What follows belongs to an exercise in optimizing a design on an open flow for small area and a short achievable clock period; a production flow would make more cautious choices. The RTL of this run was laid out without a check of its function. Power and IR drop assume default switching activity.

$ cat flow/design.v
module cla32(input [31:0] a, input [31:0] b, output [32:0] out);
  assign out = a + b;
endmodule
module wallace_mul(input [15:0] a, input [15:0] b, output [32:0] out, input clk);
  reg [15:0] ra1;
  wire [17:0] bx = {2'b00, b};
  wire [16:0] bl = {b, 1'b0};
  wire [7:0] e_neg, e_one, e_two;
  reg [7:0] rneg1;
  reg [7:0] rone1;
  reg [7:0] rtwo1;
  reg rb15_1;
  wire [17:0] ax = {1'b0, ra1, 1'b0};
  wire pp_0_0 = ((rone1[0] & ax[1]) | (rtwo1[0] & ax[0])) ^ rneg1[0];
  wire pp_0_1 = ((rone1[0] & ax[2]) | (rtwo1[0] & ax[1])) ^ rneg1[0];
  wire pp_0_2 = ((rone1[0] & ax[3]) | (rtwo1[0] & ax[2])) ^ rneg1[0];
  wire pp_0_3 = ((rone1[0] & ax[4]) | (rtwo1[0] & ax[3])) ^ rneg1[0];
  wire pp_0_4 = ((rone1[0] & ax[5]) | (rtwo1[0] & ax[4])) ^ rneg1[0];
  wire pp_0_5 = ((rone1[0] & ax[6]) | (rtwo1[0] & ax[5])) ^ rneg1[0];
  wire pp_0_6 = ((rone1[0] & ax[7]) | (rtwo1[0] & ax[6])) ^ rneg1[0];
  wire pp_0_7 = ((rone1[0] & ax[8]) | (rtwo1[0] & ax[7])) ^ rneg1[0];
  wire pp_0_8 = ((rone1[0] & ax[9]) | (rtwo1[0] & ax[8])) ^ rneg1[0];
  wire pp_0_9 = ((rone1[0] & ax[10]) | (rtwo1[0] & ax[9])) ^ rneg1[0];
  wire pp_0_10 = ((rone1[0] & ax[11]) | (rtwo1[0] & ax[10])) ^ rneg1[0];
  wire pp_0_11 = ((rone1[0] & ax[12]) | (rtwo1[0] & ax[11])) ^ rneg1[0];
  wire pp_0_12 = ((rone1[0] & ax[13]) | (rtwo1[0] & ax[12])) ^ rneg1[0];
  wire pp_0_13 = ((rone1[0] & ax[14]) | (rtwo1[0] & ax[13])) ^ rneg1[0];
  wire pp_0_14 = ((rone1[0] & ax[15]) | (rtwo1[0] & ax[14])) ^ rneg1[0];
  wire pp_0_15 = ((rone1[0] & ax[16]) | (rtwo1[0] & ax[15])) ^ rneg1[0];
  wire pp_0_16 = ((rone1[0] & ax[17]) | (rtwo1[0] & ax[16])) ^ rneg1[0];
  wire pp_1_0 = ((rone1[1] & ax[1]) | (rtwo1[1] & ax[0])) ^ rneg1[1];
  wire pp_1_1 = ((rone1[1] & ax[2]) | (rtwo1[1] & ax[1])) ^ rneg1[1];
  wire pp_1_2 = ((rone1[1] & ax[3]) | (rtwo1[1] & ax[2])) ^ rneg1[1];
  wire pp_1_3 = ((rone1[1] & ax[4]) | (rtwo1[1] & ax[3])) ^ rneg1[1];
  wire pp_1_4 = ((rone1[1] & ax[5]) | (rtwo1[1] & ax[4])) ^ rneg1[1];
  wire pp_1_5 = ((rone1[1] & ax[6]) | (rtwo1[1] & ax[5])) ^ rneg1[1];
  wire pp_1_6 = ((rone1[1] & ax[7]) | (rtwo1[1] & ax[6])) ^ rneg1[1];
  wire pp_1_7 = ((rone1[1] & ax[8]) | (rtwo1[1] & ax[7])) ^ rneg1[1];
  wire pp_1_8 = ((rone1[1] & ax[9]) | (rtwo1[1] & ax[8])) ^ rneg1[1];
  wire pp_1_9 = ((rone1[1] & ax[10]) | (rtwo1[1] & ax[9])) ^ rneg1[1];
  wire pp_1_10 = ((rone1[1] & ax[11]) | (rtwo1[1] & ax[10])) ^ rneg1[1];
  wire pp_1_11 = ((rone1[1] & ax[12]) | (rtwo1[1] & ax[11])) ^ rneg1[1];
  wire pp_1_12 = ((rone1[1] & ax[13]) | (rtwo1[1] & ax[12])) ^ rneg1[1];
  wire pp_1_13 = ((rone1[1] & ax[14]) | (rtwo1[1] & ax[13])) ^ rneg1[1];
  wire pp_1_14 = ((rone1[1] & ax[15]) | (rtwo1[1] & ax[14])) ^ rneg1[1];
  wire pp_1_15 = ((rone1[1] & ax[16]) | (rtwo1[1] & ax[15])) ^ rneg1[1];
  wire pp_1_16 = ((rone1[1] & ax[17]) | (rtwo1[1] & ax[16])) ^ rneg1[1];
  wire pp_2_0 = ((rone1[2] & ax[1]) | (rtwo1[2] & ax[0])) ^ rneg1[2];
  wire pp_2_1 = ((rone1[2] & ax[2]) | (rtwo1[2] & ax[1])) ^ rneg1[2];
  wire pp_2_2 = ((rone1[2] & ax[3]) | (rtwo1[2] & ax[2])) ^ rneg1[2];
  wire pp_2_3 = ((rone1[2] & ax[4]) | (rtwo1[2] & ax[3])) ^ rneg1[2];
  wire pp_2_4 = ((rone1[2] & ax[5]) | (rtwo1[2] & ax[4])) ^ rneg1[2];
  wire pp_2_5 = ((rone1[2] & ax[6]) | (rtwo1[2] & ax[5])) ^ rneg1[2];
  wire pp_2_6 = ((rone1[2] & ax[7]) | (rtwo1[2] & ax[6])) ^ rneg1[2];
  wire pp_2_7 = ((rone1[2] & ax[8]) | (rtwo1[2] & ax[7])) ^ rneg1[2];
  wire pp_2_8 = ((rone1[2] & ax[9]) | (rtwo1[2] & ax[8])) ^ rneg1[2];
  wire pp_2_9 = ((rone1[2] & ax[10]) | (rtwo1[2] & ax[9])) ^ rneg1[2];
  wire pp_2_10 = ((rone1[2] & ax[11]) | (rtwo1[2] & ax[10])) ^ rneg1[2];
  wire pp_2_11 = ((rone1[2] & ax[12]) | (rtwo1[2] & ax[11])) ^ rneg1[2];
  wire pp_2_12 = ((rone1[2] & ax[13]) | (rtwo1[2] & ax[12])) ^ rneg1[2];
  wire pp_2_13 = ((rone1[2] & ax[14]) | (rtwo1[2] & ax[13])) ^ rneg1[2];
  wire pp_2_14 = ((rone1[2] & ax[15]) | (rtwo1[2] & ax[14])) ^ rneg1[2];
  wire pp_2_15 = ((rone1[2] & ax[16]) | (rtwo1[2] & ax[15])) ^ rneg1[2];
  wire pp_2_16 = ((rone1[2] & ax[17]) | (rtwo1[2] & ax[16])) ^ rneg1[2];
  wire pp_3_0 = ((rone1[3] & ax[1]) | (rtwo1[3] & ax[0])) ^ rneg1[3];
  wire pp_3_1 = ((rone1[3] & ax[2]) | (rtwo1[3] & ax[1])) ^ rneg1[3];
  wire pp_3_2 = ((rone1[3] & ax[3]) | (rtwo1[3] & ax[2])) ^ rneg1[3];
  wire pp_3_3 = ((rone1[3] & ax[4]) | (rtwo1[3] & ax[3])) ^ rneg1[3];
  wire pp_3_4 = ((rone1[3] & ax[5]) | (rtwo1[3] & ax[4])) ^ rneg1[3];
  wire pp_3_5 = ((rone1[3] & ax[6]) | (rtwo1[3] & ax[5])) ^ rneg1[3];
  wire pp_3_6 = ((rone1[3] & ax[7]) | (rtwo1[3] & ax[6])) ^ rneg1[3];
  wire pp_3_7 = ((rone1[3] & ax[8]) | (rtwo1[3] & ax[7])) ^ rneg1[3];
  wire pp_3_8 = ((rone1[3] & ax[9]) | (rtwo1[3] & ax[8])) ^ rneg1[3];
  wire pp_3_9 = ((rone1[3] & ax[10]) | (rtwo1[3] & ax[9])) ^ rneg1[3];
  wire pp_3_10 = ((rone1[3] & ax[11]) | (rtwo1[3] & ax[10])) ^ rneg1[3];
  wire pp_3_11 = ((rone1[3] & ax[12]) | (rtwo1[3] & ax[11])) ^ rneg1[3];
  wire pp_3_12 = ((rone1[3] & ax[13]) | (rtwo1[3] & ax[12])) ^ rneg1[3];
  wire pp_3_13 = ((rone1[3] & ax[14]) | (rtwo1[3] & ax[13])) ^ rneg1[3];
  wire pp_3_14 = ((rone1[3] & ax[15]) | (rtwo1[3] & ax[14])) ^ rneg1[3];
  wire pp_3_15 = ((rone1[3] & ax[16]) | (rtwo1[3] & ax[15])) ^ rneg1[3];
  wire pp_3_16 = ((rone1[3] & ax[17]) | (rtwo1[3] & ax[16])) ^ rneg1[3];
  wire pp_4_0 = ((rone1[4] & ax[1]) | (rtwo1[4] & ax[0])) ^ rneg1[4];
  wire pp_4_1 = ((rone1[4] & ax[2]) | (rtwo1[4] & ax[1])) ^ rneg1[4];
  wire pp_4_2 = ((rone1[4] & ax[3]) | (rtwo1[4] & ax[2])) ^ rneg1[4];
  wire pp_4_3 = ((rone1[4] & ax[4]) | (rtwo1[4] & ax[3])) ^ rneg1[4];
  wire pp_4_4 = ((rone1[4] & ax[5]) | (rtwo1[4] & ax[4])) ^ rneg1[4];
  wire pp_4_5 = ((rone1[4] & ax[6]) | (rtwo1[4] & ax[5])) ^ rneg1[4];
  wire pp_4_6 = ((rone1[4] & ax[7]) | (rtwo1[4] & ax[6])) ^ rneg1[4];
  wire pp_4_7 = ((rone1[4] & ax[8]) | (rtwo1[4] & ax[7])) ^ rneg1[4];
  wire pp_4_8 = ((rone1[4] & ax[9]) | (rtwo1[4] & ax[8])) ^ rneg1[4];
  wire pp_4_9 = ((rone1[4] & ax[10]) | (rtwo1[4] & ax[9])) ^ rneg1[4];
  wire pp_4_10 = ((rone1[4] & ax[11]) | (rtwo1[4] & ax[10])) ^ rneg1[4];
  wire pp_4_11 = ((rone1[4] & ax[12]) | (rtwo1[4] & ax[11])) ^ rneg1[4];
  wire pp_4_12 = ((rone1[4] & ax[13]) | (rtwo1[4] & ax[12])) ^ rneg1[4];
  wire pp_4_13 = ((rone1[4] & ax[14]) | (rtwo1[4] & ax[13])) ^ rneg1[4];
  wire pp_4_14 = ((rone1[4] & ax[15]) | (rtwo1[4] & ax[14])) ^ rneg1[4];
  wire pp_4_15 = ((rone1[4] & ax[16]) | (rtwo1[4] & ax[15])) ^ rneg1[4];
  wire pp_4_16 = ((rone1[4] & ax[17]) | (rtwo1[4] & ax[16])) ^ rneg1[4];
  wire pp_5_0 = ((rone1[5] & ax[1]) | (rtwo1[5] & ax[0])) ^ rneg1[5];
  wire pp_5_1 = ((rone1[5] & ax[2]) | (rtwo1[5] & ax[1])) ^ rneg1[5];
  wire pp_5_2 = ((rone1[5] & ax[3]) | (rtwo1[5] & ax[2])) ^ rneg1[5];
  wire pp_5_3 = ((rone1[5] & ax[4]) | (rtwo1[5] & ax[3])) ^ rneg1[5];
  wire pp_5_4 = ((rone1[5] & ax[5]) | (rtwo1[5] & ax[4])) ^ rneg1[5];
  wire pp_5_5 = ((rone1[5] & ax[6]) | (rtwo1[5] & ax[5])) ^ rneg1[5];
  wire pp_5_6 = ((rone1[5] & ax[7]) | (rtwo1[5] & ax[6])) ^ rneg1[5];
  wire pp_5_7 = ((rone1[5] & ax[8]) | (rtwo1[5] & ax[7])) ^ rneg1[5];
  wire pp_5_8 = ((rone1[5] & ax[9]) | (rtwo1[5] & ax[8])) ^ rneg1[5];
  wire pp_5_9 = ((rone1[5] & ax[10]) | (rtwo1[5] & ax[9])) ^ rneg1[5];
  wire pp_5_10 = ((rone1[5] & ax[11]) | (rtwo1[5] & ax[10])) ^ rneg1[5];
  wire pp_5_11 = ((rone1[5] & ax[12]) | (rtwo1[5] & ax[11])) ^ rneg1[5];
  wire pp_5_12 = ((rone1[5] & ax[13]) | (rtwo1[5] & ax[12])) ^ rneg1[5];
  wire pp_5_13 = ((rone1[5] & ax[14]) | (rtwo1[5] & ax[13])) ^ rneg1[5];
  wire pp_5_14 = ((rone1[5] & ax[15]) | (rtwo1[5] & ax[14])) ^ rneg1[5];
  wire pp_5_15 = ((rone1[5] & ax[16]) | (rtwo1[5] & ax[15])) ^ rneg1[5];
  wire pp_5_16 = ((rone1[5] & ax[17]) | (rtwo1[5] & ax[16])) ^ rneg1[5];
  wire pp_6_0 = ((rone1[6] & ax[1]) | (rtwo1[6] & ax[0])) ^ rneg1[6];
  wire pp_6_1 = ((rone1[6] & ax[2]) | (rtwo1[6] & ax[1])) ^ rneg1[6];
  wire pp_6_2 = ((rone1[6] & ax[3]) | (rtwo1[6] & ax[2])) ^ rneg1[6];
  wire pp_6_3 = ((rone1[6] & ax[4]) | (rtwo1[6] & ax[3])) ^ rneg1[6];
  wire pp_6_4 = ((rone1[6] & ax[5]) | (rtwo1[6] & ax[4])) ^ rneg1[6];
  wire pp_6_5 = ((rone1[6] & ax[6]) | (rtwo1[6] & ax[5])) ^ rneg1[6];
  wire pp_6_6 = ((rone1[6] & ax[7]) | (rtwo1[6] & ax[6])) ^ rneg1[6];
  wire pp_6_7 = ((rone1[6] & ax[8]) | (rtwo1[6] & ax[7])) ^ rneg1[6];
  wire pp_6_8 = ((rone1[6] & ax[9]) | (rtwo1[6] & ax[8])) ^ rneg1[6];
  wire pp_6_9 = ((rone1[6] & ax[10]) | (rtwo1[6] & ax[9])) ^ rneg1[6];
  wire pp_6_10 = ((rone1[6] & ax[11]) | (rtwo1[6] & ax[10])) ^ rneg1[6];
  wire pp_6_11 = ((rone1[6] & ax[12]) | (rtwo1[6] & ax[11])) ^ rneg1[6];
  wire pp_6_12 = ((rone1[6] & ax[13]) | (rtwo1[6] & ax[12])) ^ rneg1[6];
  wire pp_6_13 = ((rone1[6] & ax[14]) | (rtwo1[6] & ax[13])) ^ rneg1[6];
  wire pp_6_14 = ((rone1[6] & ax[15]) | (rtwo1[6] & ax[14])) ^ rneg1[6];
  wire pp_6_15 = ((rone1[6] & ax[16]) | (rtwo1[6] & ax[15])) ^ rneg1[6];
  wire pp_6_16 = ((rone1[6] & ax[17]) | (rtwo1[6] & ax[16])) ^ rneg1[6];
  wire pp_7_0 = ((rone1[7] & ax[1]) | (rtwo1[7] & ax[0])) ^ rneg1[7];
  wire pp_7_1 = ((rone1[7] & ax[2]) | (rtwo1[7] & ax[1])) ^ rneg1[7];
  wire pp_7_2 = ((rone1[7] & ax[3]) | (rtwo1[7] & ax[2])) ^ rneg1[7];
  wire pp_7_3 = ((rone1[7] & ax[4]) | (rtwo1[7] & ax[3])) ^ rneg1[7];
  wire pp_7_4 = ((rone1[7] & ax[5]) | (rtwo1[7] & ax[4])) ^ rneg1[7];
  wire pp_7_5 = ((rone1[7] & ax[6]) | (rtwo1[7] & ax[5])) ^ rneg1[7];
  wire pp_7_6 = ((rone1[7] & ax[7]) | (rtwo1[7] & ax[6])) ^ rneg1[7];
  wire pp_7_7 = ((rone1[7] & ax[8]) | (rtwo1[7] & ax[7])) ^ rneg1[7];
  wire pp_7_8 = ((rone1[7] & ax[9]) | (rtwo1[7] & ax[8])) ^ rneg1[7];
  wire pp_7_9 = ((rone1[7] & ax[10]) | (rtwo1[7] & ax[9])) ^ rneg1[7];
  wire pp_7_10 = ((rone1[7] & ax[11]) | (rtwo1[7] & ax[10])) ^ rneg1[7];
  wire pp_7_11 = ((rone1[7] & ax[12]) | (rtwo1[7] & ax[11])) ^ rneg1[7];
  wire pp_7_12 = ((rone1[7] & ax[13]) | (rtwo1[7] & ax[12])) ^ rneg1[7];
  wire pp_7_13 = ((rone1[7] & ax[14]) | (rtwo1[7] & ax[13])) ^ rneg1[7];
  wire pp_7_14 = ((rone1[7] & ax[15]) | (rtwo1[7] & ax[14])) ^ rneg1[7];
  wire pp_7_15 = ((rone1[7] & ax[16]) | (rtwo1[7] & ax[15])) ^ rneg1[7];
  wire pp_7_16 = ((rone1[7] & ax[17]) | (rtwo1[7] & ax[16])) ^ rneg1[7];
  wire pp_8_0 = ra1[0] & rb15_1;
  wire pp_8_1 = ra1[1] & rb15_1;
  wire pp_8_2 = ra1[2] & rb15_1;
  wire pp_8_3 = ra1[3] & rb15_1;
  wire pp_8_4 = ra1[4] & rb15_1;
  wire pp_8_5 = ra1[5] & rb15_1;
  wire pp_8_6 = ra1[6] & rb15_1;
  wire pp_8_7 = ra1[7] & rb15_1;
  wire pp_8_8 = ra1[8] & rb15_1;
  wire pp_8_9 = ra1[9] & rb15_1;
  wire pp_8_10 = ra1[10] & rb15_1;
  wire pp_8_11 = ra1[11] & rb15_1;
  wire pp_8_12 = ra1[12] & rb15_1;
  wire pp_8_13 = ra1[13] & rb15_1;
  wire pp_8_14 = ra1[14] & rb15_1;
  wire pp_8_15 = ra1[15] & rb15_1;
  wire s1, c1;
  wire s2, c2;
  wire s3, c3;
  wire s4, c4;
  wire s5, c5;
  wire s6, c6;
  wire s7, c7;
  wire s8, c8;
  wire s9, c9;
  wire s10, c10;
  wire s11, c11;
  wire s12, c12;
  wire s13, c13;
  wire s14, c14;
  wire s15, c15;
  wire s16, c16;
  wire s17, c17;
  wire s18, c18;
  wire s19, c19;
  wire s20, c20;
  wire s21, c21;
  wire s22, c22;
  wire s23, c23;
  wire s24, c24;
  wire s25, c25;
  wire s26, c26;
  wire s27, c27;
  wire s28, c28;
  wire s29, c29;
  wire s30, c30;
  wire s31, c31;
  wire s32, c32;
  wire s33, c33;
  wire s34, c34;
  wire s35, c35;
  wire s36, c36;
  wire s37, c37;
  wire s38, c38;
  wire s39, c39;
  wire s40, c40;
  wire s41, c41;
  wire s42, c42;
  wire s43, c43;
  wire s44, c44;
  wire s45, c45;
  wire s46, c46;
  wire s47, c47;
  wire s48, c48;
  wire s49, c49;
  wire s50, c50;
  wire s51, c51;
  wire s52, c52;
  wire s53, c53;
  wire s54, c54;
  wire s55, c55;
  wire s56, c56;
  wire s57, c57;
  wire s58, c58;
  wire s59, c59;
  wire s60, c60;
  wire s61, c61;
  wire s62, c62;
  wire s63, c63;
  wire s64, c64;
  wire s65, c65;
  wire s66, c66;
  wire s67, c67;
  wire s68, c68;
  wire s69, c69;
  wire s70, c70;
  wire s71, c71;
  wire s72, c72;
  wire s73, c73;
  wire s74, c74;
  wire s75, c75;
  wire s76, c76;
  wire s77, c77;
  wire s78, c78;
  wire s79, c79;
  wire s80, c80;
  wire s81, c81;
  wire s82, c82;
  wire s83, c83;
  wire s84, c84;
  wire s85, c85;
  wire s86, c86;
  wire s87, c87;
  reg q2_pp_0_0;
  reg q2_rneg1_0;
  reg q2_pp_0_1;
  reg q2_s1;
  reg q2_s52;
  reg q2_c52;
  reg q2_s2;
  reg q2_rneg1_2;
  reg q2_c2;
  reg q2_s3;
  reg q2_s53;
  reg q2_rneg1_3;
  reg q2_c53;
  reg q2_s54;
  reg q2_c54;
  reg q2_s55;
  reg q2_c55;
  reg q2_s56;
  reg q2_pp_3_3;
  reg q2_pp_4_1;
  reg q2_c56;
  reg q2_s57;
  reg q2_rneg1_5;
  reg q2_c57;
  reg q2_s58;
  reg q2_s12;
  reg q2_c58;
  reg q2_s59;
  reg q2_s60;
  reg q2_c59;
  reg q2_c60;
  reg q2_s61;
  reg q2_s62;
  reg q2_c61;
  reg q2_c62;
  reg q2_s63;
  reg q2_s64;
  reg q2_c63;
  reg q2_c64;
  reg q2_s65;
  reg q2_s66;
  reg q2_c65;
  reg q2_c66;
  reg q2_s67;
  reg q2_s68;
  reg q2_c67;
  reg q2_c68;
  reg q2_s69;
  reg q2_s70;
  reg q2_c69;
  reg q2_c70;
  reg q2_s71;
  reg q2_s72;
  reg q2_c71;
  reg q2_c72;
  reg q2_s73;
  reg q2_s74;
  reg q2_c73;
  reg q2_c74;
  reg q2_s75;
  reg q2_s76;
  reg q2_c75;
  reg q2_c76;
  reg q2_s77;
  reg q2_s78;
  reg q2_c77;
  reg q2_c78;
  reg q2_s79;
  reg q2_s80;
  reg q2_c79;
  reg q2_c80;
  reg q2_s81;
  reg q2_s43;
  reg q2_c81;
  reg q2_s82;
  reg q2_s45;
  reg q2_c82;
  reg q2_s83;
  reg q2_pp_7_11;
  reg q2_pp_8_9;
  reg q2_c83;
  reg q2_s84;
  reg q2_pp_8_10;
  reg q2_c84;
  reg q2_s85;
  reg q2_c85;
  reg q2_s86;
  reg q2_c86;
  reg q2_c49;
  reg q2_s50;
  reg q2_c50;
  reg q2_s51;
  reg q2_s87;
  wire s88, c88;
  wire s89, c89;
  wire s90, c90;
  wire s91, c91;
  wire s92, c92;
  wire s93, c93;
  wire s94, c94;
  wire s95, c95;
  wire s96, c96;
  wire s97, c97;
  wire s98, c98;
  wire s99, c99;
  wire s100, c100;
  wire s101, c101;
  wire s102, c102;
  wire s103, c103;
  wire s104, c104;
  wire s105, c105;
  wire s106, c106;
  wire s107, c107;
  wire s108, c108;
  wire s109, c109;
  wire s110, c110;
  wire s111, c111;
  wire s112, c112;
  wire s113, c113;
  wire s114, c114;
  wire s115, c115;
  wire s116, c116;
  wire s117, c117;
  wire s118, c118;
  wire s119, c119;
  wire s120, c120;
  wire s121, c121;
  wire s122, c122;
  wire s123, c123;
  wire s124, c124;
  wire s125, c125;
  wire s126, c126;
  wire s127, c127;
  wire s128, c128;
  wire s129, c129;
  wire s130, c130;
  wire s131, c131;
  wire s132, c132;
  wire [15:0] lx = {c117, c116, c115, c114, c113, c112, c111, c110, c109, c108, s108, s88, q2_s52, q2_s1, q2_pp_0_1, q2_pp_0_0};
  wire [15:0] ly = {s118, s117, s116, s115, s114, s113, s112, s111, s110, s109, 1'b0, 1'b0, 1'b0, 1'b0, 1'b0, q2_rneg1_0};
  wire [16:0] lsum = lx + ly;
  reg [16:0] lo3;
  reg q3_c118;
  reg q3_s119;
  reg q3_c119;
  reg q3_s120;
  reg q3_c120;
  reg q3_s121;
  reg q3_c121;
  reg q3_s122;
  reg q3_c122;
  reg q3_s123;
  reg q3_c123;
  reg q3_s124;
  reg q3_c124;
  reg q3_s125;
  reg q3_c125;
  reg q3_s126;
  reg q3_c126;
  reg q3_s127;
  reg q3_c127;
  reg q3_s128;
  reg q3_c128;
  reg q3_s129;
  reg q3_c129;
  reg q3_s130;
  reg q3_c130;
  reg q3_s131;
  reg q3_c131;
  reg q3_s107;
  reg q3_s132;
  reg q3_c132;
  reg q3_q2_s87;
  wire [15:0] hx = {q3_c132, q3_s132, q3_c131, q3_c130, q3_c129, q3_c128, q3_c127, q3_c126, q3_c125, q3_c124, q3_c123, q3_c122, q3_c121, q3_c120, q3_c119, q3_c118};
  wire [15:0] hy = {q3_q2_s87, 1'b0, q3_s107, q3_s131, q3_s130, q3_s129, q3_s128, q3_s127, q3_s126, q3_s125, q3_s124, q3_s123, q3_s122, q3_s121, q3_s120, q3_s119};
  wire [15:0] hsum = hx + hy + lo3[16];
  wire [32:0] fs = {1'b0, hsum, lo3[15:0]};
  reg [31:0] p4;
  reg [31:0] p5;
  reg [31:0] p6;
  reg [31:0] p7;
  always @(posedge clk) ra1 <= a;
  assign e_neg[0] = bx[1];
  assign e_one[0] = bx[0] ^ bl[0];
  assign e_two[0] = (bx[1] & ~bx[0] & ~bl[0]) | (~bx[1] & bx[0] & bl[0]);
  assign e_neg[1] = bx[3];
  assign e_one[1] = bx[2] ^ bl[2];
  assign e_two[1] = (bx[3] & ~bx[2] & ~bl[2]) | (~bx[3] & bx[2] & bl[2]);
  assign e_neg[2] = bx[5];
  assign e_one[2] = bx[4] ^ bl[4];
  assign e_two[2] = (bx[5] & ~bx[4] & ~bl[4]) | (~bx[5] & bx[4] & bl[4]);
  assign e_neg[3] = bx[7];
  assign e_one[3] = bx[6] ^ bl[6];
  assign e_two[3] = (bx[7] & ~bx[6] & ~bl[6]) | (~bx[7] & bx[6] & bl[6]);
  assign e_neg[4] = bx[9];
  assign e_one[4] = bx[8] ^ bl[8];
  assign e_two[4] = (bx[9] & ~bx[8] & ~bl[8]) | (~bx[9] & bx[8] & bl[8]);
  assign e_neg[5] = bx[11];
  assign e_one[5] = bx[10] ^ bl[10];
  assign e_two[5] = (bx[11] & ~bx[10] & ~bl[10]) | (~bx[11] & bx[10] & bl[10]);
  assign e_neg[6] = bx[13];
  assign e_one[6] = bx[12] ^ bl[12];
  assign e_two[6] = (bx[13] & ~bx[12] & ~bl[12]) | (~bx[13] & bx[12] & bl[12]);
  assign e_neg[7] = bx[15];
  assign e_one[7] = bx[14] ^ bl[14];
  assign e_two[7] = (bx[15] & ~bx[14] & ~bl[14]) | (~bx[15] & bx[14] & bl[14]);
  always @(posedge clk) rneg1 <= e_neg;
  always @(posedge clk) rone1 <= e_one;
  always @(posedge clk) rtwo1 <= e_two;
  always @(posedge clk) rb15_1 <= b[15];
  csa_fa u_s1(.x(pp_0_2), .y(pp_1_0), .z(rneg1[1]), .s(s1), .c(c1));
  csa_fa u_s2(.x(pp_0_4), .y(pp_1_2), .z(pp_2_0), .s(s2), .c(c2));
  csa_fa u_s3(.x(pp_0_5), .y(pp_1_3), .z(pp_2_1), .s(s3), .c(c3));
  csa_fa u_s4(.x(pp_0_6), .y(pp_1_4), .z(pp_2_2), .s(s4), .c(c4));
  csa_fa u_s5(.x(pp_0_7), .y(pp_1_5), .z(pp_2_3), .s(s5), .c(c5));
  csa_fa u_s6(.x(pp_0_8), .y(pp_1_6), .z(pp_2_4), .s(s6), .c(c6));
  csa_fa u_s7(.x(pp_3_2), .y(pp_4_0), .z(rneg1[4]), .s(s7), .c(c7));
  csa_fa u_s8(.x(pp_0_9), .y(pp_1_7), .z(pp_2_5), .s(s8), .c(c8));
  csa_fa u_s9(.x(pp_0_10), .y(pp_1_8), .z(pp_2_6), .s(s9), .c(c9));
  csa_fa u_s10(.x(pp_3_4), .y(pp_4_2), .z(pp_5_0), .s(s10), .c(c10));
  csa_fa u_s11(.x(pp_0_11), .y(pp_1_9), .z(pp_2_7), .s(s11), .c(c11));
  csa_fa u_s12(.x(pp_3_5), .y(pp_4_3), .z(pp_5_1), .s(s12), .c(c12));
  csa_fa u_s13(.x(pp_0_12), .y(pp_1_10), .z(pp_2_8), .s(s13), .c(c13));
  csa_fa u_s14(.x(pp_3_6), .y(pp_4_4), .z(pp_5_2), .s(s14), .c(c14));
  csa_fa u_s15(.x(pp_0_13), .y(pp_1_11), .z(pp_2_9), .s(s15), .c(c15));
  csa_fa u_s16(.x(pp_3_7), .y(pp_4_5), .z(pp_5_3), .s(s16), .c(c16));
  csa_fa u_s17(.x(pp_0_14), .y(pp_1_12), .z(pp_2_10), .s(s17), .c(c17));
  csa_fa u_s18(.x(pp_3_8), .y(pp_4_6), .z(pp_5_4), .s(s18), .c(c18));
  csa_fa u_s19(.x(pp_6_2), .y(pp_7_0), .z(rneg1[7]), .s(s19), .c(c19));
  csa_fa u_s20(.x(pp_0_15), .y(pp_1_13), .z(pp_2_11), .s(s20), .c(c20));
  csa_fa u_s21(.x(pp_3_9), .y(pp_4_7), .z(pp_5_5), .s(s21), .c(c21));
  csa_ha u_s22(.x(pp_6_3), .y(pp_7_1), .s(s22), .c(c22));
  csa_fa u_s23(.x(pp_0_16), .y(pp_1_14), .z(pp_2_12), .s(s23), .c(c23));
  csa_fa u_s24(.x(pp_3_10), .y(pp_4_8), .z(pp_5_6), .s(s24), .c(c24));
  csa_fa u_s25(.x(pp_6_4), .y(pp_7_2), .z(pp_8_0), .s(s25), .c(c25));
  csa_fa u_s26(.x(rneg1[0]), .y(pp_1_15), .z(pp_2_13), .s(s26), .c(c26));
  csa_fa u_s27(.x(pp_3_11), .y(pp_4_9), .z(pp_5_7), .s(s27), .c(c27));
  csa_fa u_s28(.x(pp_6_5), .y(pp_7_3), .z(pp_8_1), .s(s28), .c(c28));
  csa_fa u_s29(.x(rneg1[0]), .y(pp_1_16), .z(pp_2_14), .s(s29), .c(c29));
  csa_fa u_s30(.x(pp_3_12), .y(pp_4_10), .z(pp_5_8), .s(s30), .c(c30));
  csa_fa u_s31(.x(pp_6_6), .y(pp_7_4), .z(pp_8_2), .s(s31), .c(c31));
  csa_fa u_s32(.x(~rneg1[0]), .y(~rneg1[1]), .z(pp_2_15), .s(s32), .c(c32));
  csa_fa u_s33(.x(pp_3_13), .y(pp_4_11), .z(pp_5_9), .s(s33), .c(c33));
  csa_fa u_s34(.x(pp_6_7), .y(pp_7_5), .z(pp_8_3), .s(s34), .c(c34));
  assign s35 = ~(pp_2_16 ^ pp_3_14);
  assign c35 = pp_2_16 | pp_3_14;
  csa_fa u_s36(.x(pp_4_12), .y(pp_5_10), .z(pp_6_8), .s(s36), .c(c36));
  csa_ha u_s37(.x(pp_7_6), .y(pp_8_4), .s(s37), .c(c37));
  csa_fa u_s38(.x(~rneg1[2]), .y(pp_3_15), .z(pp_4_13), .s(s38), .c(c38));
  csa_fa u_s39(.x(pp_5_11), .y(pp_6_9), .z(pp_7_7), .s(s39), .c(c39));
  assign s40 = ~(pp_3_16 ^ pp_4_14);
  assign c40 = pp_3_16 | pp_4_14;
  csa_fa u_s41(.x(pp_5_12), .y(pp_6_10), .z(pp_7_8), .s(s41), .c(c41));
  csa_fa u_s42(.x(~rneg1[3]), .y(pp_4_15), .z(pp_5_13), .s(s42), .c(c42));
  csa_fa u_s43(.x(pp_6_11), .y(pp_7_9), .z(pp_8_7), .s(s43), .c(c43));
  assign s44 = ~(pp_4_16 ^ pp_5_14);
  assign c44 = pp_4_16 | pp_5_14;
  csa_fa u_s45(.x(pp_6_12), .y(pp_7_10), .z(pp_8_8), .s(s45), .c(c45));
  csa_fa u_s46(.x(~rneg1[4]), .y(pp_5_15), .z(pp_6_13), .s(s46), .c(c46));
  assign s47 = ~(pp_5_16 ^ pp_6_14);
  assign c47 = pp_5_16 | pp_6_14;
  csa_fa u_s48(.x(~rneg1[5]), .y(pp_6_15), .z(pp_7_13), .s(s48), .c(c48));
  assign s49 = ~(pp_6_16 ^ pp_7_14);
  assign c49 = pp_6_16 | pp_7_14;
  csa_fa u_s50(.x(~rneg1[6]), .y(pp_7_15), .z(pp_8_13), .s(s50), .c(c50));
  assign s51 = ~(pp_7_16 ^ pp_8_14);
  assign c51 = pp_7_16 | pp_8_14;
  csa_fa u_s52(.x(c1), .y(pp_0_3), .z(pp_1_1), .s(s52), .c(c52));
  csa_fa u_s53(.x(c3), .y(s4), .z(pp_3_0), .s(s53), .c(c53));
  csa_fa u_s54(.x(c4), .y(s5), .z(pp_3_1), .s(s54), .c(c54));
  csa_fa u_s55(.x(c5), .y(s6), .z(s7), .s(s55), .c(c55));
  csa_fa u_s56(.x(c6), .y(c7), .z(s8), .s(s56), .c(c56));
  csa_fa u_s57(.x(c8), .y(s9), .z(s10), .s(s57), .c(c57));
  csa_fa u_s58(.x(c9), .y(c10), .z(s11), .s(s58), .c(c58));
  csa_fa u_s59(.x(c11), .y(c12), .z(s13), .s(s59), .c(c59));
  csa_fa u_s60(.x(s14), .y(pp_6_0), .z(rneg1[6]), .s(s60), .c(c60));
  csa_fa u_s61(.x(c13), .y(c14), .z(s15), .s(s61), .c(c61));
  csa_ha u_s62(.x(s16), .y(pp_6_1), .s(s62), .c(c62));
  csa_fa u_s63(.x(c15), .y(c16), .z(s17), .s(s63), .c(c63));
  csa_ha u_s64(.x(s18), .y(s19), .s(s64), .c(c64));
  csa_fa u_s65(.x(c17), .y(c18), .z(c19), .s(s65), .c(c65));
  csa_fa u_s66(.x(s20), .y(s21), .z(s22), .s(s66), .c(c66));
  csa_fa u_s67(.x(c20), .y(c21), .z(c22), .s(s67), .c(c67));
  csa_fa u_s68(.x(s23), .y(s24), .z(s25), .s(s68), .c(c68));
  csa_fa u_s69(.x(c23), .y(c24), .z(c25), .s(s69), .c(c69));
  csa_fa u_s70(.x(s26), .y(s27), .z(s28), .s(s70), .c(c70));
  csa_fa u_s71(.x(c26), .y(c27), .z(c28), .s(s71), .c(c71));
  csa_fa u_s72(.x(s29), .y(s30), .z(s31), .s(s72), .c(c72));
  csa_fa u_s73(.x(c29), .y(c30), .z(c31), .s(s73), .c(c73));
  csa_fa u_s74(.x(s32), .y(s33), .z(s34), .s(s74), .c(c74));
  csa_fa u_s75(.x(c32), .y(c33), .z(c34), .s(s75), .c(c75));
  csa_fa u_s76(.x(s35), .y(s36), .z(s37), .s(s76), .c(c76));
  csa_fa u_s77(.x(c35), .y(c36), .z(c37), .s(s77), .c(c77));
  csa_fa u_s78(.x(s38), .y(s39), .z(pp_8_5), .s(s78), .c(c78));
  csa_fa u_s79(.x(c38), .y(c39), .z(s40), .s(s79), .c(c79));
  csa_ha u_s80(.x(s41), .y(pp_8_6), .s(s80), .c(c80));
  csa_fa u_s81(.x(c40), .y(c41), .z(s42), .s(s81), .c(c81));
  csa_fa u_s82(.x(c42), .y(c43), .z(s44), .s(s82), .c(c82));
  csa_fa u_s83(.x(c44), .y(c45), .z(s46), .s(s83), .c(c83));
  csa_fa u_s84(.x(c46), .y(s47), .z(pp_7_12), .s(s84), .c(c84));
  csa_fa u_s85(.x(c47), .y(s48), .z(pp_8_11), .s(s85), .c(c85));
  csa_fa u_s86(.x(c48), .y(s49), .z(pp_8_12), .s(s86), .c(c86));
  csa_fa u_s87(.x(c51), .y(~rneg1[7]), .z(pp_8_15), .s(s87), .c(c87));
  always @(posedge clk) q2_pp_0_0 <= pp_0_0;
  always @(posedge clk) q2_rneg1_0 <= rneg1[0];
  always @(posedge clk) q2_pp_0_1 <= pp_0_1;
  always @(posedge clk) q2_s1 <= s1;
  always @(posedge clk) q2_s52 <= s52;
  always @(posedge clk) q2_c52 <= c52;
  always @(posedge clk) q2_s2 <= s2;
  always @(posedge clk) q2_rneg1_2 <= rneg1[2];
  always @(posedge clk) q2_c2 <= c2;
  always @(posedge clk) q2_s3 <= s3;
  always @(posedge clk) q2_s53 <= s53;
  always @(posedge clk) q2_rneg1_3 <= rneg1[3];
  always @(posedge clk) q2_c53 <= c53;
  always @(posedge clk) q2_s54 <= s54;
  always @(posedge clk) q2_c54 <= c54;
  always @(posedge clk) q2_s55 <= s55;
  always @(posedge clk) q2_c55 <= c55;
  always @(posedge clk) q2_s56 <= s56;
  always @(posedge clk) q2_pp_3_3 <= pp_3_3;
  always @(posedge clk) q2_pp_4_1 <= pp_4_1;
  always @(posedge clk) q2_c56 <= c56;
  always @(posedge clk) q2_s57 <= s57;
  always @(posedge clk) q2_rneg1_5 <= rneg1[5];
  always @(posedge clk) q2_c57 <= c57;
  always @(posedge clk) q2_s58 <= s58;
  always @(posedge clk) q2_s12 <= s12;
  always @(posedge clk) q2_c58 <= c58;
  always @(posedge clk) q2_s59 <= s59;
  always @(posedge clk) q2_s60 <= s60;
  always @(posedge clk) q2_c59 <= c59;
  always @(posedge clk) q2_c60 <= c60;
  always @(posedge clk) q2_s61 <= s61;
  always @(posedge clk) q2_s62 <= s62;
  always @(posedge clk) q2_c61 <= c61;
  always @(posedge clk) q2_c62 <= c62;
  always @(posedge clk) q2_s63 <= s63;
  always @(posedge clk) q2_s64 <= s64;
  always @(posedge clk) q2_c63 <= c63;
  always @(posedge clk) q2_c64 <= c64;
  always @(posedge clk) q2_s65 <= s65;
  always @(posedge clk) q2_s66 <= s66;
  always @(posedge clk) q2_c65 <= c65;
  always @(posedge clk) q2_c66 <= c66;
  always @(posedge clk) q2_s67 <= s67;
  always @(posedge clk) q2_s68 <= s68;
  always @(posedge clk) q2_c67 <= c67;
  always @(posedge clk) q2_c68 <= c68;
  always @(posedge clk) q2_s69 <= s69;
  always @(posedge clk) q2_s70 <= s70;
  always @(posedge clk) q2_c69 <= c69;
  always @(posedge clk) q2_c70 <= c70;
  always @(posedge clk) q2_s71 <= s71;
  always @(posedge clk) q2_s72 <= s72;
  always @(posedge clk) q2_c71 <= c71;
  always @(posedge clk) q2_c72 <= c72;
  always @(posedge clk) q2_s73 <= s73;
  always @(posedge clk) q2_s74 <= s74;
  always @(posedge clk) q2_c73 <= c73;
  always @(posedge clk) q2_c74 <= c74;
  always @(posedge clk) q2_s75 <= s75;
  always @(posedge clk) q2_s76 <= s76;
  always @(posedge clk) q2_c75 <= c75;
  always @(posedge clk) q2_c76 <= c76;
  always @(posedge clk) q2_s77 <= s77;
  always @(posedge clk) q2_s78 <= s78;
  always @(posedge clk) q2_c77 <= c77;
  always @(posedge clk) q2_c78 <= c78;
  always @(posedge clk) q2_s79 <= s79;
  always @(posedge clk) q2_s80 <= s80;
  always @(posedge clk) q2_c79 <= c79;
  always @(posedge clk) q2_c80 <= c80;
  always @(posedge clk) q2_s81 <= s81;
  always @(posedge clk) q2_s43 <= s43;
  always @(posedge clk) q2_c81 <= c81;
  always @(posedge clk) q2_s82 <= s82;
  always @(posedge clk) q2_s45 <= s45;
  always @(posedge clk) q2_c82 <= c82;
  always @(posedge clk) q2_s83 <= s83;
  always @(posedge clk) q2_pp_7_11 <= pp_7_11;
  always @(posedge clk) q2_pp_8_9 <= pp_8_9;
  always @(posedge clk) q2_c83 <= c83;
  always @(posedge clk) q2_s84 <= s84;
  always @(posedge clk) q2_pp_8_10 <= pp_8_10;
  always @(posedge clk) q2_c84 <= c84;
  always @(posedge clk) q2_s85 <= s85;
  always @(posedge clk) q2_c85 <= c85;
  always @(posedge clk) q2_s86 <= s86;
  always @(posedge clk) q2_c86 <= c86;
  always @(posedge clk) q2_c49 <= c49;
  always @(posedge clk) q2_s50 <= s50;
  always @(posedge clk) q2_c50 <= c50;
  always @(posedge clk) q2_s51 <= s51;
  always @(posedge clk) q2_s87 <= s87;
  csa_fa u_s88(.x(q2_c52), .y(q2_s2), .z(q2_rneg1_2), .s(s88), .c(c88));
  csa_fa u_s89(.x(q2_c55), .y(q2_s56), .z(q2_pp_3_3), .s(s89), .c(c89));
  csa_fa u_s90(.x(q2_c56), .y(q2_s57), .z(q2_rneg1_5), .s(s90), .c(c90));
  csa_fa u_s91(.x(q2_c57), .y(q2_s58), .z(q2_s12), .s(s91), .c(c91));
  csa_fa u_s92(.x(q2_c58), .y(q2_s59), .z(q2_s60), .s(s92), .c(c92));
  csa_fa u_s93(.x(q2_c59), .y(q2_c60), .z(q2_s61), .s(s93), .c(c93));
  csa_fa u_s94(.x(q2_c61), .y(q2_c62), .z(q2_s63), .s(s94), .c(c94));
  csa_fa u_s95(.x(q2_c63), .y(q2_c64), .z(q2_s65), .s(s95), .c(c95));
  csa_fa u_s96(.x(q2_c65), .y(q2_c66), .z(q2_s67), .s(s96), .c(c96));
  csa_fa u_s97(.x(q2_c67), .y(q2_c68), .z(q2_s69), .s(s97), .c(c97));
  csa_fa u_s98(.x(q2_c69), .y(q2_c70), .z(q2_s71), .s(s98), .c(c98));
  csa_fa u_s99(.x(q2_c71), .y(q2_c72), .z(q2_s73), .s(s99), .c(c99));
  csa_fa u_s100(.x(q2_c73), .y(q2_c74), .z(q2_s75), .s(s100), .c(c100));
  csa_fa u_s101(.x(q2_c75), .y(q2_c76), .z(q2_s77), .s(s101), .c(c101));
  csa_fa u_s102(.x(q2_c77), .y(q2_c78), .z(q2_s79), .s(s102), .c(c102));
  csa_fa u_s103(.x(q2_c79), .y(q2_c80), .z(q2_s81), .s(s103), .c(c103));
  csa_fa u_s104(.x(q2_c81), .y(q2_s82), .z(q2_s45), .s(s104), .c(c104));
  csa_fa u_s105(.x(q2_c82), .y(q2_s83), .z(q2_pp_7_11), .s(s105), .c(c105));
  csa_fa u_s106(.x(q2_c83), .y(q2_s84), .z(q2_pp_8_10), .s(s106), .c(c106));
  csa_fa u_s107(.x(q2_c86), .y(q2_c49), .z(q2_s50), .s(s107), .c(c107));
  csa_fa u_s108(.x(c88), .y(q2_c2), .z(q2_s3), .s(s108), .c(c108));
  csa_ha u_s109(.x(q2_s53), .y(q2_rneg1_3), .s(s109), .c(c109));
  csa_ha u_s110(.x(q2_c53), .y(q2_s54), .s(s110), .c(c110));
  csa_ha u_s111(.x(q2_c54), .y(q2_s55), .s(s111), .c(c111));
  csa_ha u_s112(.x(s89), .y(q2_pp_4_1), .s(s112), .c(c112));
  csa_ha u_s113(.x(c89), .y(s90), .s(s113), .c(c113));
  csa_ha u_s114(.x(c90), .y(s91), .s(s114), .c(c114));
  csa_ha u_s115(.x(c91), .y(s92), .s(s115), .c(c115));
  csa_fa u_s116(.x(c92), .y(s93), .z(q2_s62), .s(s116), .c(c116));
  csa_fa u_s117(.x(c93), .y(s94), .z(q2_s64), .s(s117), .c(c117));
  csa_fa u_s118(.x(c94), .y(s95), .z(q2_s66), .s(s118), .c(c118));
  csa_fa u_s119(.x(c95), .y(s96), .z(q2_s68), .s(s119), .c(c119));
  csa_fa u_s120(.x(c96), .y(s97), .z(q2_s70), .s(s120), .c(c120));
  csa_fa u_s121(.x(c97), .y(s98), .z(q2_s72), .s(s121), .c(c121));
  csa_fa u_s122(.x(c98), .y(s99), .z(q2_s74), .s(s122), .c(c122));
  csa_fa u_s123(.x(c99), .y(s100), .z(q2_s76), .s(s123), .c(c123));
  csa_fa u_s124(.x(c100), .y(s101), .z(q2_s78), .s(s124), .c(c124));
  csa_fa u_s125(.x(c101), .y(s102), .z(q2_s80), .s(s125), .c(c125));
  csa_fa u_s126(.x(c102), .y(s103), .z(q2_s43), .s(s126), .c(c126));
  csa_ha u_s127(.x(c103), .y(s104), .s(s127), .c(c127));
  csa_fa u_s128(.x(c104), .y(s105), .z(q2_pp_8_9), .s(s128), .c(c128));
  csa_ha u_s129(.x(c105), .y(s106), .s(s129), .c(c129));
  csa_fa u_s130(.x(c106), .y(q2_c84), .z(q2_s85), .s(s130), .c(c130));
  csa_ha u_s131(.x(q2_c85), .y(q2_s86), .s(s131), .c(c131));
  csa_fa u_s132(.x(c107), .y(q2_c50), .z(q2_s51), .s(s132), .c(c132));
  always @(posedge clk) lo3 <= lsum;
  always @(posedge clk) q3_c118 <= c118;
  always @(posedge clk) q3_s119 <= s119;
  always @(posedge clk) q3_c119 <= c119;
  always @(posedge clk) q3_s120 <= s120;
  always @(posedge clk) q3_c120 <= c120;
  always @(posedge clk) q3_s121 <= s121;
  always @(posedge clk) q3_c121 <= c121;
  always @(posedge clk) q3_s122 <= s122;
  always @(posedge clk) q3_c122 <= c122;
  always @(posedge clk) q3_s123 <= s123;
  always @(posedge clk) q3_c123 <= c123;
  always @(posedge clk) q3_s124 <= s124;
  always @(posedge clk) q3_c124 <= c124;
  always @(posedge clk) q3_s125 <= s125;
  always @(posedge clk) q3_c125 <= c125;
  always @(posedge clk) q3_s126 <= s126;
  always @(posedge clk) q3_c126 <= c126;
  always @(posedge clk) q3_s127 <= s127;
  always @(posedge clk) q3_c127 <= c127;
  always @(posedge clk) q3_s128 <= s128;
  always @(posedge clk) q3_c128 <= c128;
  always @(posedge clk) q3_s129 <= s129;
  always @(posedge clk) q3_c129 <= c129;
  always @(posedge clk) q3_s130 <= s130;
  always @(posedge clk) q3_c130 <= c130;
  always @(posedge clk) q3_s131 <= s131;
  always @(posedge clk) q3_c131 <= c131;
  always @(posedge clk) q3_s107 <= s107;
  always @(posedge clk) q3_s132 <= s132;
  always @(posedge clk) q3_c132 <= c132;
  always @(posedge clk) q3_q2_s87 <= q2_s87;
  always @(posedge clk) p4 <= fs[31:0];
  always @(posedge clk) p5 <= p4;
  always @(posedge clk) p6 <= p5;
  always @(posedge clk) p7 <= p6;
  assign out = {1'b0, p7};
endmodule
module csa_fa(input x, input y, input z, output s, output c);
  assign s = x ^ y ^ z;
  assign c = (x & y) | (x & z) | (y & z);
endmodule
module csa_ha(input x, input y, output s, output c);
  assign s = x ^ y;
  assign c = x & y;
endmodule
$ cat flow/run.sh
#!/bin/bash
# synth_recipe.tcl (not shown) runs the flow's synth.tcl, then flattens the netlist and writes it again
# the make line also repeats each setting of config.mk as NAME=value (left out here)
make -C /OpenROAD-flow-scripts/flow DESIGN_CONFIG=/design/flow/config.mk WORK_HOME=/design/flow/orfs CLKGATE_MAP_FILE= SYNTH_SCRIPT=/design/flow/synth_recipe.tcl finish
$ cat flow/config.mk
export PLATFORM = sky130hd
export DESIGN_NAME = wallace_mul
export DESIGN_NICKNAME = wallace_mul
export VERILOG_FILES = /design/flow/design.v
export SDC_FILE = /design/flow/constraint.sdc
export NUM_CORES = 4
export LEC_CHECK = 0
export CAP_MARGIN = 20
export CORE_MARGIN = 2
export CORE_UTILIZATION = 40
export PLACE_DENSITY = 0.6
export SETUP_SLACK_MARGIN = 2.3
export SLEW_MARGIN = 20
export SYNTH_HIERARCHICAL = 1
export SYNTH_MINIMUM_KEEP_SIZE = 0
$ cat flow/constraint.sdc
create_clock -name core_clock -period 4.4 [get_ports {clk}]
set_input_delay 0.8800 -clock core_clock [delete_from_list [all_inputs] [get_ports {clk}]]
set_output_delay 0.8800 -clock core_clock [all_outputs]
set_load 0.01 [all_outputs]
==> flow_metrics.py <==
metrics = {
    "status": {
        "outcome": "finished clean",
    },
    "sta": {
        "clock_skew_ns": 0.01418,
        "fin_crit_sh": 0.5909,
        "setup_viol": 0,
        "fin_setup_tns_ns": 0,
        "hold_viol_final": 0,
        "rsz0062_at_grt": "true",
        "slew_viol_final": 0,
        "period_minus_slack_ns": 2.600,
        "fmax_mhz": 384.6,
    },
    "worst_setup_path": {
        "required_ns": 4.80,
        "startpoint_type": "flip-flop",
        "worstSetupEndpointType": "flip-flop",
        "cp_max_fo": 4,
        "crit_type": "flip-flop to flip-flop",
        "worstPathArrival_ns": 3.00,
    },
    "route": {
        "drt_iter0_drc": 574,
        "vias_per_cell": 4.929,
        "routed_wl_mm": 24.07,
        "drc_errors": 0,
        "routedWlPerCell_um": 16.10,
        "via_count": 7369,
        "drtPass1Iterations": 5,
        "drtAntennaViolNets": 0,
    },
    "power": {
        "peakVddDrop_mv": 0.5518,
        "p_per_area_nw_per_um2": 831.5,
        "p_leak_nw": 5.947,
    },
    "synthesis": {
        "netlist_area_um2": 12860,
        "syn_nets": 1233,
        "synth_fa_ha_area_frac": 0.2206,
        "synth_top_family_by_area": "adder cells",
        "synth-simple-area-share": 0.04163,
        "synth-edff-count": 0,
        "muxShareOfSynthArea": 0.001556,
        "synth_xor_area_frac": 0.1144,
        "yosysUniqueCellTypes": 46,
        "synth-seq-area-share": 0.4809,
        "syn_area_per_cell_um2": 12.36,
        "synthCells": 1041,
        "synthArstFlopShare": 0,
        "synth_compound_area_frac": 0.1074,
        "ys_ff_latch": 309,
        "synthFlopType": "dfxtp_1",
        "ys_warn_count": 7,
    },
    "floorplan": {
        "die_w_um": 183.3,
        "core_area_um2": 31640,
        "start_util": 0.4066,
        "die_h_um": 183.3,
        "dieArea_um2": 33610,
        "pin_count": 66,
        "core.rowCount": 65,
    },
    "global_routing": {
        "gr-total-overflow": 0,
        "first_global_vias": 7392,
        "grt_pass1_wl_mm": 39.85,
        "grtUsageTotal": 0.1486,
        "antenna_found_initial": 0,
        "grt_start_max_net_pins": 22,
    },
    "cells_and_area": {
        "final_layout_size_suffix_gt1_frac": 0.1391,
        "nets": 1262,
        "diodes": 0,
        "fin_util": 0.4824,
        "syn2layout_area_growth_pct": 18.65,
        "fillers": 2794,
    },
    "clock_tree": {
        "cts.path.max_buffers": 3,
        "cts_made_buffers": 34,
        "clkLatencyLatePin_ns": 0.50,
        "ctsHoldBuffers": 0,
        "cts.reportedPaths.clkPinSlew_ns": 0.06,
        "cts_max_level": 2,
        "cts_sinks": 309,
        "root_buffer": "clkbuf_16",
        "cts_tree": "done",
    },
    "flow_run": {
        "cap_violations": 0,
    },
    "place": {
        "io_buffers": 64,
        "hpwl_mm": 16.28,
        "gp_congestion": 0.8311,
    },
    "hold_path": {
        "min_path_type": "flip-flop to flip-flop",
    },
}
-- placed cells by master (no fill, tap or decap), drive strengths merged, types with 2 or more instances in the layout --
| master | instances |
|---|---|
| nand3b | 7 |
| clkinv | 5 |
| mux2i | 2 |
| nand3 | 7 |
| a21o | 9 |
| nor3 | 4 |
| o211ai | 2 |
| ha | 46 |
| a21oi | 21 |
| a22oi | 120 |
| a2111oi | 4 |
| nand4 | 5 |
| o21a | 3 |
| dlygate4sd2 | 32 |
| nand2 | 31 |
| clkdlybuf4s50 | 32 |
| xor2 | 14 |
| nand2b | 12 |
| fa | 113 |
| o21ai | 20 |
| nor2b | 2 |
| a221oi | 2 |
| and2 | 17 |
| inv | 30 |
| or2 | 2 |
| xnor2 | 154 |
| clkbuf | 50 |
| buf | 13 |
| dfxtp | 309 |
| nor2 | 12 |
-- cell usage after synthesis (3+ instances only) --
library cell,count,share of area
fa_1,113,0.18
nand4_1,5,0.0024
xor2_1,14,0.0095
nand3_1,6,0.0023
nand3b_1,7,0.0041
o21ai_0,19,0.0074
nand2b_1,12,0.0058
a21o_1,9,0.0053
nor3_1,4,0.0016
nand2_1,31,0.0090
and2_1,16,0.0078
ha_1,46,0.045
dfxtp_1,309,0.48
a2111oi_0,3,0.0020
inv_1,27,0.0079
o21a_1,3,0.0018
a22oi_1,120,0.070
buf_2,6,0.0023
nor2_1,12,0.0035
buf_1,4,0.0012
xnor2_1,154,0.10
clkbuf_1,73,0.021
a21oi_1,21,0.0082
-- modules after synthesis (local to each module, per instance) --
module       cells inside  flip-flops and latches  copies in the design  area (um^2)
csa_fa                  1                       0                   111        20.02
csa_ha                  1                       0                    15        12.51
wallace_mul           915                     309                     1        10450
-- routing by layer --
| metal | track usage | share of wire | vias up |
|---|---|---|---|
| li1 | - | - | 3534 |
| met1 | 0.2211 | 0.49 | 3524 |
| met2 | 0.2180 | 0.42 | 271 |
| met3 | 0.02899 | 0.072 | 40 |
| met4 | 0.04544 | 0.022 | 0 |
| met5 | 0 | 0 | - |
-- cells by family after synthesis --
kind of cell | after synthesis
other | 1
DFF | 309
muxes | 2
buffers and inverters | 111
AOI/OAI and AO/OA | 190
adders and majority gates | 159
and+or+nand+nor | 101
xor gates and xnor gates | 168
-- worst paths after layout --
kind | startpoint | end | slack, ns | cells after the start
max | q2_c55$_DFF_P_ | lo3[16]$_DFF_P_ | 1.80 | 8
min | p4[24]$_DFF_P_ | p5[24]$_DFF_P_ | 0.32 | 0
max reg2reg | q2_c55$_DFF_P_ | lo3[16]$_DFF_P_ | 1.80 | 8
min reg2reg | p4[24]$_DFF_P_ | p5[24]$_DFF_P_ | 0.32 | 0
-- area by class of cell --
type / count / area, um^2 / area share
well taps: 402 / 503.0 / 0.03296
clock inverters: 9 / 98.84 / 0.006476
multi-input cells: 621 / 6505 / 0.4262
flip-flops and latches: 309 / 6330 / 0.4147
clock buffers: 50 / 1011 / 0.06624
inverters: 27 / 101.3 / 0.006640
repair buffers: 77 / 713.2 / 0.04673
-- power breakdown --
| group | total [W] | switching (W) | internal (W) |
|---|---|---|---|
| sequential | 0.00460 | 0.000525 | 0.00407 |
| combinational | 0.00536 | 0.00266 | 0.00271 |
| clock | 0.00273 | 0.00107 | 0.00166 |
| total | 0.0127 | 0.00425 | 0.00844 |
-- worst max-delay path, stage by stage, from the launching register on --
cell,delay (ns)
dfxtp_2,0.32
fa_1,0.58
ha_4,0.23
ha_4,0.27
a2111oi_4,0.33
o21ai_2,0.14
a221oi_2,0.33
o21ai_1,0.14
a21o_1,0.17
-- state kept, by name (all words and copies together) (netlist names), 7 cells and up --
| register | flops |
|---|---|
| p4 | 32 |
| rone1 | 8 |
| rneg1 | 7 |
| ra1 | 16 |
| p7 | 32 |
| p5 | 32 |
| rtwo1 | 8 |
| lo3 | 17 |
| p6 | 32 |
-- what timing repair did --
action / CTS / global route
setup endpoints to repair: 112 / 54
cloned: 0 / 0
setup buffers: 9 / 2
pin swaps: 17 / 10
resized for setup: 106 / 47
-- metrics by stage --
step / hold WS [ns] / area (um^2) / std cells / setup WS, ns / total power (W)
after floorplan: 0.3096 / 12980 / 1041 / 1.990 / 0.007928
after global placement: 0.3110 / 13760 / 1425 / 1.855 / 0.009132
after detailed placement: 0.3121 / 13760 / 1425 / 1.846 / 0.009220
after CTS: 0.3187 / 15100 / 1493 / 1.965 / 0.01246
after global routing: 0.3296 / 15260 / 1495 / 1.738 / 0.01368
final: 0.3199 / 15260 / 1495 / 1.800 / 0.01269

-- separate check: timing with driven ports --
How much do the figures lean on ideal ports? The routed layout below was timed once more, with nothing changed but the port constraints.
Step 1 sets driving cells, clkbuf_16 on the clock port and buf_2 on the other inputs (assumed; they add their load-dependent delay and slew).
Step 2 times the ports against the registers' clock, not the clock port: input delays grow and output delays shrink by t, the midpoint of the rising clock arrivals with the driver on.
Slacks: ideal / step 1 / step 2; pairs: ideal / step 1.
t (ns): 0.546
slack for setup (ns): 1.800 / 1.800 / 1.800
hold slack, ns: 0.320 / 0.320 / 0.320
worst data-port slew with drivers (ns): 0.03
After both steps this run still meets setup and hold. For this run, drivers alone change the setup slack by 0.000 ns; drivers and shift together by 0.000 ns.
